Background: an optimization exercise with open tools, aiming at small area. Do not read the settings as production practice. Function was checked by simulation only, so behaviour that the tests miss may differ from the original. Power is estimated from default activity; no workload was simulated.

// uart
module uart (
    clk,
    reset,
    address,
    chipselect,
    writedata,
    readdata,
    write,
    read,
    uart_clk_out,
    uart_rx,
    uart_tx
);
    input   clk, reset;
    input            read, write, chipselect;
    input [2:0]      address;
    input [31:0]     writedata;
    output reg [31:0] readdata;
    input        uart_rx;
    output       uart_clk_out;
    output       uart_tx;
    reg [6:0]  STATUS;
    reg [31:0] CONTROL;
    reg [31:0] BRD;
    reg last_write;
    reg last_read;
    reg rdFIFO;
    reg W1C_STROBE;
    reg clr_rxo, clr_txo, clr_fe;
    wire [8:0] rx_head;
    wire [8:0] tx_word;
    wire [2:0] states_txfifo;
    wire [2:0] states_rxfifo;
    wire       FE;
    wire sel = chipselect;
    wire wr_data = write && sel && (address == 3'd0) && !last_write;
    wire wr_stat = write && sel && (address == 3'd1) && !W1C_STROBE;
    wire wr_ctrl = write && sel && (address == 3'd2);
    wire wr_brd  = write && sel && (address == 3'd3);
    wire rd_data = read && sel && (address == 3'd0) && !last_read;
    always @ (posedge clk or posedge reset)
    begin
        if (reset)
        begin
            last_write <= 1'b0;
            last_read  <= 1'b0;
        end
        else
        begin
            last_write <= write;
            last_read  <= read;
        end
    end
  ...
Size: ~20,000 µm² of cells after synthesis.
export LEC_CHECK = 0
export CAP_MARGIN = 20
export CORE_MARGIN = 2
export CORE_UTILIZATION = 65
export PLACE_DENSITY = 0.75
export SLEW_MARGIN = 20
create_clock -name core_clock -period 10.0 [get_ports {clk}]
standard.sh (not shown) runs the stock make flow with config.mk's settings and CLKGATE_MAP_FILE= SYNTH_SCRIPT=/design/flow/synth_recipe.tcl, a recipe that flattens the netlist after the stock synthesis.
==> flow/flow/run.sh <==
#!/bin/bash
# Own layout flow: the standard ORFS flow (standard.sh, the standard flow's synthesis
# script) with these changes:
#  - Yosys's ABC step maps for area (flow/abc_area.script in place of ORFS's
#    abc_speed.script; the registers are mapped before ABC and do not change);
#  - port buffers use the smallest buffer (buf_1) instead of clkdlybuf4s50_1;
#  - clock tree: clkbuf_8 leaf buffers, 14-sink clusters, no dummy loads.
set -euo pipefail
here=$(pwd)
rm -rf "$here/scripts"
cp -r "$FLOW_HOME/scripts" "$here/scripts"
cp "$here/flow/abc_area.script" "$here/scripts/abc_speed.script"
export SCRIPTS_DIR="$here/scripts"
export BUFFER_PORTS_ARGS="-buffer_cell sky130_fd_sc_hd__buf_1"
export CTS_ARGS="-sink_clustering_enable -repair_clock_nets -dont_use_dummy_load -buf_list sky130_fd_sc_hd__clkbuf_8 -sink_clustering_size 14 -sink_clustering_max_diameter 50"
bash standard.sh > standard_flow.log 2>&1
==> flow/flow/abc_area.script <==
&get -n
&st
&dch
&nf -R 1000
&put
buffer -c
topo
stime -c
dnsize -c
Then changed:
==> flow/flow/abc_area.script (replaced) <==
&get -n
&st
&dch
&nf -R 1000
&put
Synthesized area went down by 1.1%. Flip-flop and latch count is unchanged. Design area hardly moves.

---

## trial 87
uart, a different RTL version from the one above (not shown whole).
Size in the first run: roughly 1500 cells after synthesis, about 520 flip-flops, roughly 75 I/O pins.
==> flow/config.mk <==
export PLATFORM = sky130hd
export DESIGN_NAME = uart
export DESIGN_NICKNAME = uart
export VERILOG_FILES = /design/flow/design.v
export SDC_FILE = /design/flow/constraint.sdc
export NUM_CORES = 4
export LEC_CHECK = 0
export CAP_MARGIN = 0
export CORE_MARGIN = 2
export CORE_UTILIZATION = 65
export PLACE_DENSITY = 0.75
export SLEW_MARGIN = 0
==> flow/constraint.sdc <==
create_clock -name core_clock -period 10.0 [get_ports {clk}]
set_input_delay 2.0000 -clock core_clock [delete_from_list [all_inputs] [get_ports {clk}]]
set_output_delay 2.0000 -clock core_clock [all_outputs]
set_load 0.01 [all_outputs]
==> flow/flow/run.sh <==
#!/bin/bash
# Own layout flow: the standard ORFS flow (standard.sh, the standard flow's synthesis
# script) with these changes:
#  - Yosys's ABC step maps for area (flow/abc_area.script in place of ORFS's
#    abc_speed.script; the registers are mapped before ABC and do not change);
#  - port buffers use the smallest buffer (buf_1) instead of clkdlybuf4s50_1;
#  - clock tree: clkbuf_8 leaf buffers, 18-sink clusters, no dummy loads.
set -euo pipefail
here=$(pwd)
rm -rf "$here/scripts"
cp -r "$FLOW_HOME/scripts" "$here/scripts"
cp "$here/flow/abc_area.script" "$here/scripts/abc_speed.script"
export SCRIPTS_DIR="$here/scripts"
export BUFFER_PORTS_ARGS="-buffer_cell sky130_fd_sc_hd__buf_1"
export CTS_ARGS="-sink_clustering_enable -repair_clock_nets -dont_use_dummy_load -buf_list sky130_fd_sc_hd__clkbuf_8 -sink_clustering_size 18 -sink_clustering_max_diameter 60"
bash standard.sh > standard_flow.log 2>&1
==> flow/flow/abc_area.script <==
strash
dch -f
amap
The final layout from trial 87, which completed every stage, passed the timing, DRC and antenna checks at the end of the flow.
The following lists how build 29 was set up differently from trial 87:
Settings: CAP_MARGIN changed from 0 to 20; SLEW_MARGIN changed from 0 to 20.
### Flow results
Diff trial 87 -> build 29: share of the final layout cell area in sequential cells now smaller, power now larger, fraction of area in multi-input gates comparable.
Going from trial 87 to build 29, I/O pin count shows no meaningful change, non-clock buffer count shows an increase of 2.
Sequential cell count across trial 87 and build 29: no real change.
Trial 87 has a higher worst setup slack than build 29.

[afterwards: timing with drivers on the ports]
In the flow no input, the clock included, has a driving cell. The finished layouts below were timed again as built, in two steps. Step 1: set_driving_cell puts a clkbuf_16 on clk and a buf_2 on each other input, an assumption about the parent block. Step 2, shift: input delay + t, output delay - t, t = (earliest + latest rising clock arrival at the registers) / 2. This alone moves slack from input paths to output paths. Slacks: no drivers / after step 1 / after step 2; pairs: no drivers / after step 1.
run | t (ns) | setup WS [ns] | hold slack, ns
the first run of note 1 | 0.605 | 5.688 / 5.688 / 5.244 | 0.363 / 0.363 / 0.363
the second run of note 1 | 0.597 | 5.551 / 5.551 / 5.240 | 0.346 / 0.346 / 0.346
trial 87 | 0.590 | 4.136 / 4.136 / 4.136 | 0.314 / 0.314 / 0.314
build 29 | 0.592 | 4.120 / 4.120 / 4.120 | 0.322 / 0.322 / 0.322
After both steps every run listed still meets setup and hold. The setup slack of the first run of note 1, which loses most, moves by 0.000 ns with the drivers and by -0.444 ns with both steps.
